Background: an optimization exercise with open tools, aiming at small area. Do not read the settings as production practice.
The RTL was checked by simulation tests, not by an equivalence proof against the original design.
No activity file was given, so power comes from the tool's default toggle rates.

<file path="design/flow/design.v">
module Spartan6_DSP48A1_DUT(A, B, D, C, CLK, CARRYIN, 
OPMODE, BCIN, RSTA, RSTB, RSTM, RSTP, RSTC, RSTD, RSTCARRYIN, RSTOPMODE, 
CEA, CEB, CEM, CEP, CEC, CED, CECARRYIN, CEOPMODE, PCIN,
BCOUT, PCOUT, P, M, CARRYOUT, CARRYOUTF);
parameter A0REG = 0;
parameter A1REG = 1;
parameter B0REG = 0;
parameter B1REG = 1;
parameter CREG = 1;
parameter DREG = 1;
parameter MREG = 1;
parameter PREG = 1;
parameter CARRYINREG = 1;
parameter CARRYOUTREG = 1;
parameter OPMODEREG = 1;
parameter CARRYINSEL = "OPMODE5";
parameter B_INPUT = "DIRECT";
parameter RSTTYPE = "SYNC";
input [17:0] A, B, D;
input [47:0] C;
input CLK, CARRYIN;
input [7:0] OPMODE;
input [17:0] BCIN;
input RSTA, RSTB, RSTM, RSTP, RSTC, RSTD, RSTCARRYIN, RSTOPMODE;
input CEA, CEB, CEM, CEP, CEC, CED, CECARRYIN, CEOPMODE;
input [47:0] PCIN;
output [17:0] BCOUT;
output [47:0] PCOUT, P;
output [35:0] M;
output CARRYOUT, CARRYOUTF;
reg [17:0] A0_REG, A1_REG, B0_REG, B1_REG, D_REG;
wire [17:0] mux_A0_out, mux_A1_out, mux_B0_out, mux_B1_out, mux_D_out, Pre_Adder_out, mux_Pre_Adder_out;
reg [17:0] B_input_out;
reg [47:0] C_REG;
wire [47:0] mux_C_out, D_A_B_Concatenation;
reg [7:0] OPMODE_REG;
wire [7:0] mux_OPMODE_out;
reg [35:0] M_REG;
wire [35:0] multiplier_out, mux_multiplier_out;
reg [47:0] mux_X_out, mux_Z_out;
wire Post_Adder_CIN;
reg mux_CARRYINSEL_out, CYI_REG, CYO_REG;
wire [47:0] Post_Adder_out;
reg [47:0] P_REG;
wire Post_Adder_CO;
generate
	if (RSTTYPE == "SYNC") begin
		always @(posedge CLK) begin
			if (RSTA) begin
				A0_REG <= 0;
				A1_REG <=0;
			end
			else if (CEA) begin
				A0_REG <= A;
				A1_REG <= mux_A0_out;
			end
		end
		always @(posedge CLK) begin
			if (RSTB) begin
				B0_REG <= 0;
				B1_REG <=0;
			end
			else if (CEB) begin
				B0_REG <= B_input_out;
				B1_REG <= mux_Pre_Adder_out;
			end
		end
		always @(posedge CLK) begin
			if (RSTC) begin
				C_REG <= 0;
			end
			else if (CEC) begin
				C_REG <= C;
			end
		end
		always @(posedge CLK) begin
			if (RSTD) begin
				D_REG <= 0;
			end
			else if (CED) begin
				D_REG <= D;
			end
		end
		always @(posedge CLK) begin
			if (RSTOPMODE) begin
				OPMODE_REG <= 0;
			end
			else if (CEOPMODE) begin
				OPMODE_REG <= OPMODE;
			end
		end
		always @(posedge CLK) begin
			if (RSTM) begin
				M_REG <= 0;
			end
			else if (CEM) begin
				M_REG <= multiplier_out;
			end
		end
		always @(posedge CLK) begin
			if (RSTCARRYIN) begin
				CYI_REG <= 0;
				CYO_REG <= 0;
			end
			else if (CECARRYIN) begin
				CYI_REG <= mux_CARRYINSEL_out;
				CYO_REG <= Post_Adder_CO;
			end
		end
		always @(posedge CLK) begin
			if (RSTP) begin
				P_REG <= 0;
			end
			else if (CEP) begin
				P_REG <= Post_Adder_out;
			end
		end
	end
	else if (RSTTYPE == "ASYNC") begin
		always @(posedge CLK or posedge RSTA) begin
			if (RSTA) begin
				A0_REG <= 0;
				A1_REG <=0;
			end
			else if (CEA) begin
				A0_REG <= A;
				A1_REG <= mux_A0_out;
			end
		end
		always @(posedge CLK or posedge RSTB) begin
			if (RSTB) begin
				B0_REG <= 0;
				B1_REG <=0;
			end
			else if (CEB) begin
				B0_REG <= B_input_out;
				B1_REG <= mux_Pre_Adder_out;
			end
		end
		always @(posedge CLK or posedge RSTC) begin
			if (RSTC) begin
				C_REG <= 0;
			end
			else if (CEC) begin
				C_REG <= C;
			end
		end
		always @(posedge CLK or posedge RSTD) begin
			if (RSTD) begin
				D_REG <= 0;
			end
			else if (CED) begin
				D_REG <= D;
			end
		end
		always @(posedge CLK or posedge RSTOPMODE) begin
			if (RSTOPMODE) begin
				OPMODE_REG <= 0;
			end
			else if (CEOPMODE) begin
				OPMODE_REG <= OPMODE;
			end
		end
		always @(posedge CLK or posedge RSTM) begin
			if (RSTM) begin
				M_REG <= 0;
			end
			else if (CEM) begin
				M_REG <= multiplier_out;
			end
		end
		always @(posedge CLK or posedge RSTCARRYIN) begin
			if (RSTCARRYIN) begin
				CYI_REG <= 0;
				CYO_REG <= 0;
			end
			else if (CECARRYIN) begin
				CYI_REG <= mux_CARRYINSEL_out;
				CYO_REG <= Post_Adder_CO;
			end
		end
		always @(posedge CLK or posedge RSTP) begin
			if (RSTP) begin
				P_REG <= 0;
			end
			else if (CEP) begin
				P_REG <= Post_Adder_out;
			end
		end
	end
endgenerate
assign mux_A0_out = (A0REG)? A0_REG : A;
assign mux_A1_out = (A1REG)? A1_REG : mux_A0_out;
assign mux_C_out = (CREG)? C_REG : C;
assign mux_D_out = (DREG)? D_REG : D;
always @(*) begin
	if (B_INPUT == "DIRECT") begin
		B_input_out = B;
	end
	else if (B_INPUT == "CASCADE") begin
		B_input_out = BCIN;
	end
	else begin
		B_input_out = 0;
	end
end
assign mux_B0_out = (B0REG)? B0_REG : B_input_out;
assign mux_B1_out = (B1REG)? B1_REG : mux_Pre_Adder_out;
assign Pre_Adder_out = (mux_OPMODE_out[6])? (mux_D_out - mux_B0_out) : (mux_D_out + mux_B0_out);
assign mux_Pre_Adder_out = (mux_OPMODE_out[4])? Pre_Adder_out : mux_B0_out;
assign mux_OPMODE_out = (OPMODEREG)? OPMODE_REG : OPMODE;
assign BCOUT = mux_B1_out;
assign D_A_B_Concatenation = {mux_D_out,mux_A1_out,mux_B1_out};
assign multiplier_out = mux_B1_out * mux_A1_out;
assign mux_multiplier_out = (MREG)? M_REG : multiplier_out;
assign M = ~(~mux_multiplier_out);
always @(*) begin
	case(mux_OPMODE_out[1:0])
	    0: mux_X_out = 0;
	    1: mux_X_out = mux_multiplier_out;
	    2: mux_X_out = P;   
	    3: mux_X_out = D_A_B_Concatenation;
	endcase
end
always @(*) begin
	case(mux_OPMODE_out[3:2])
	    0: mux_Z_out = 0;
	    1: mux_Z_out = PCIN;
	    2: mux_Z_out = P;   
	    3: mux_Z_out = mux_C_out;
	endcase
end
always @(*) begin
	if (CARRYINSEL == "OPMODE5") begin
		mux_CARRYINSEL_out = mux_OPMODE_out[5];
	end
	else if (CARRYINSEL == "CARRYIN") begin
		mux_CARRYINSEL_out = CARRYIN;
	end
	else begin
		mux_CARRYINSEL_out = 0;
	end
end
assign Post_Adder_CIN = (CARRYINREG)? CYI_REG : mux_CARRYINSEL_out;
assign {Post_Adder_CO , Post_Adder_out} = (mux_OPMODE_out[7])? (mux_Z_out - (mux_X_out + Post_Adder_CIN)) : (mux_Z_out + mux_X_out + Post_Adder_CIN);
assign P = (PREG)? P_REG : Post_Adder_out;
assign PCOUT = P;
assign CARRYOUT = (CARRYOUTREG)? CYO_REG : Post_Adder_CO;
assign CARRYOUTF = CARRYOUT;
endmodule
</file>
<file path="design/flow/run.sh">
#!/bin/bash
# synth_recipe.tcl (not shown) runs the flow's synth.tcl, then flattens the netlist and writes it again
# the make line also repeats each setting of config.mk as NAME=value (left out here)
make -C /OpenROAD-flow-scripts/flow DESIGN_CONFIG=/design/flow/config.mk WORK_HOME=/design/flow/orfs CLKGATE_MAP_FILE= SYNTH_SCRIPT=/design/flow/synth_recipe.tcl finish
</file>
<file path="design/flow/config.mk">
export PLATFORM = sky130hd
export DESIGN_NAME = Spartan6_DSP48A1_DUT
export DESIGN_NICKNAME = Spartan6_DSP48A1_DUT
export VERILOG_FILES = /design/flow/design.v
export SDC_FILE = /design/flow/constraint.sdc
export NUM_CORES = 4
export LEC_CHECK = 0
export CAP_MARGIN = 20
export CORE_MARGIN = 2
export CORE_UTILIZATION = 40
export SLEW_MARGIN = 20
</file>
<file path="design/flow/constraint.sdc">
create_clock -name core_clock -period 8.0 [get_ports {CLK}]
set_input_delay 1.6000 -clock core_clock [delete_from_list [all_inputs] [get_ports {CLK}]]
set_output_delay 1.6000 -clock core_clock [all_outputs]
set_load 0.01 [all_outputs]
</file>
==> impl_metrics.json <==
{
  "synth.most_common_cell": "inv_1",
  "finalPower_mw": 4.435,
  "synth_top_area_share_pct": 18.91,
  "dieArea_mm2": 0.07121,
  "synth_top_family_by_area": "adder cells",
  "yosys_warnings": 1,
  "startpoint_type": "register",
  "cts_hold_buffers": 0,
  "place_area_mm2": 0.03117,
  "core_mm2": 0.06847,
  "ys_seq_area_share_pct": 14.20,
  "crit_required_ns": 8.39,
  "synth-simple-area-share_pct": 15.66,
  "syn_area_mm2": 0.02764,
  "vias": 23550,
  "finalHoldViolCount": 0,
  "initial_utilization_pct": 40.37,
  "hpwl_um": 70400,
  "regToRegSetupSlack_ns": 1.06,
  "h-tree-depth": 4,
  "avgSynthCellArea_um2": 8.287,
  "drt_iter0_markers": 1644,
  "clkLatencyLatePin_ns": 0.52,
  "synthAdderAreaFrac_pct": 30.99,
  "root_buffer": "clkbuf_16",
  "drtAntennaViolNets": 0,
  "post_cts_resize_count": 0,
  "final_cells": 4372,
  "synth_area_leaders": "fa_1 19%, dfxtp_1 14%, ha_1 12%",
  "rsz0062_at_grt": "no",
  "dp.cells": 4340,
  "fmax_mhz": 144.1,
  "place_congestion": 0.9160,
  "tightest_slew_ns": 1.106,
  "crit_arrival_ns": 7.33,
  "synthCells": 3335,
  "nets": 4199,
  "clkTransAtPathRegs_ns": 0.08,
  "tns_ns": 0,
  "die_h_um": 266.9,
  "gr-total-overflow": 0,
  "cts.sinks": 196,
  "synth.area.mux_share_pct": 8.611,
  "period_minus_slack_ns": 6.941,
  "grt_max_degree": 83,
  "cts.path.max_buffers": 2,
  "ys_ff_latch": 196,
  "synth-compound-area-share_pct": 15.85,
  "wl_per_cell_um": 20.38,
  "viasPerCell": 5.386,
  "ios": 346,
  "drc_errors": 0,
  "slew-limit-headroom_pct": 26.16,
  "syn_to_final_growth_pct": 14.98,
  "cts_buffers": 17,
  "ys_types": 90,
  "run_status": "no timing/DRC/antenna violations",
  "cts_tree": "done",
  "drt_wl_total_um": 89110,
  "hold_class": "register to register",
  "hold-worst-slack_ns": 0.4929,
  "p_per_area_mw_per_mm2": 139.6,
  "maxCapViolations": 0,
  "grt_pass1_wl_um": 136300,
  "antenna_found_initial": 0,
  "antenna-diode-count": 0,
  "grt_pass1_vias": 22920,
  "cp-end-kind": "register",
  "synthFlopType": "dfxtp_1",
  "p_leak_nw": 14.92,
  "post_cts_buffers": 0,
  "fp.dieW_um": 266.9,
  "synth.largest_area_cell": "fa_1",
  "synthesis.nets": 4057,
  "synth_xor_area_share_pct": 4.278,
  "port_buffers": 326,
  "setup_violations": 0,
  "drtPass1Iterations": 5,
  "track_usage_pct": 24.94,
  "period_share_pct": 86.76,
  "design_area_mm2": 0.03178,
  "worstSetupPathType": "register to register",
  "placementRows": 96,
  "fin_skew_ns": 0.01671,
  "ys_async_sr_fraction_pct": 0,
  "fillers": 6792,
  "slew_viol_final": 0,
  "worstPathMaxFanout": 20,
  "synthTopCellsByCount": "439 x inv_1, 284 x nand2_1, 283 x nor2_1",
  "synth_edf_count": 0,
  "max-vdd-ir-drop_uv": 134.0,
  "layout-drive-gt1-share_pct": 6.189
}
-- placed cells by master, fill, tap and decap left out, drive strengths merged, types with 9 or more instances in the layout --
cell type / n
a21oi: 164
nor3: 46
clkdlybuf4s50: 320
and2: 143
a22o: 67
a21o: 70
a211oi: 51
o211ai: 11
mux2: 86
inv: 444
dfxtp: 196
nor2: 283
a31oi: 25
clkbuf: 20
xnor2: 92
and3: 15
nand3: 39
xor2: 43
or3: 9
buf: 58
o21ai: 84
fa: 261
nor2b: 36
a22oi: 19
mux2i: 141
ha: 267
o21a: 15
o21bai: 33
nand2: 284
nand4: 16
nand2b: 23
-- report_power, final --
group | internal [mW] | switching, mW | total, mW | leakage, nW
registers | 1.06 | 0.182 | 1.24 | 1.62
logic | 0.995 | 1.24 | 2.24 | 13.0
clock network | 0.466 | 0.488 | 0.954 | 0.289
-- per-stage QoR --
stage,setup WS (ns),util (%)
after floorplan,1.681,-
after global placement,1.184,45.53
after detailed placement,1.110,45.53
after CTS,1.101,46.41
after global routing,0.7060,46.41
final,1.059,46.41
-- critical path: stages, from the launching register on --
cell       delay, ns
dfxtp_1         0.90
nand2_1         0.18
fa_1            0.54
fa_1            0.51
fa_1            0.51
inv_1           0.05
fa_1            0.48
fa_1            0.49
inv_1           0.05
fa_1            0.47
inv_1           0.04
ha_1            0.35
a21oi_1         0.18
o21bai_1        0.07
a21oi_1         0.16
o21ai_0         0.09
a41o_1          0.33
a2111oi_2       0.49
nor2_1          0.19
a21o_1          0.21
a211o_1         0.29
a31oi_1         0.16
nor2_1          0.05
-- registers in the layout (all words and copies together), names as in the netlist --
register	cells
A1_REG	18
B1_REG	18
CYI_REG	1
CYO_REG	1
C_REG	48
D_REG	18
M_REG	36
OPMODE_REG	8
P_REG	48
-- final timing paths --
check,startpoint,to,depth (start not counted)
max,A1_REG[3],M_REG[29],22
min,C_REG[12],C_REG[12],2
max reg2reg,A1_REG[3],M_REG[29],22
min reg2reg,C_REG[12],C_REG[12],2
-- area by class of cell --
type	instances	area, um2	share of cell area [%]
clock buffers	20	466.7	1.469
clock inverters	12	140.1	0.4410
inverters	442	1659	5.221
multi-input cells	2442	20850	65.63
flip-flops and latches	196	3930	12.37
well taps	882	1104	3.473
repair buffers	378	3623	11.40
-- per-layer routing --
layer	vias up	track usage, %	wire length [um]
li1	11270	-	-
met1	11490	35.11	41330
met2	696	38.32	39150
met3	91	4.152	5863
met4	0	8.974	2761
met5	-	0	0
-- kinds of logic (layout without fill, tap and decap cells) --
| family | Yosys count | count (layout) |
|---|---|---|
| simple gates | 926 | 926 |
| buf+inv | 697 | 852 |
| compound gates | 626 | 626 |
| fa+ha+maj | 528 | 528 |
| mux | 227 | 227 |
| flops | 196 | 196 |
| xor+xnor | 135 | 135 |

-- port drivers added, routing unchanged --
Ports are ideal in the flow. The routed layout listed here was re-timed in OpenROAD.
Step 1 assumes that a clkbuf_16 drives the clock port and a buf_2 every other input.
Step 2 also shifts input and output timing later by t, the mid clock arrival at the registers, as if the neighbouring blocks saw the same clock.
Slacks: ideal ports / drivers / drivers and shift; pairs: ideal ports / drivers.
t (ns): 0.573
setup slack, ns: 1.059 / 1.059 / 1.059
hold WS [ns]: 0.493 / 0.493 / 0.493
cell pins on the clock port's net: 1
After both steps setup and hold are still met in this run. For this run, drivers alone change the setup slack by 0.000 ns; drivers and shift together by 0.000 ns.
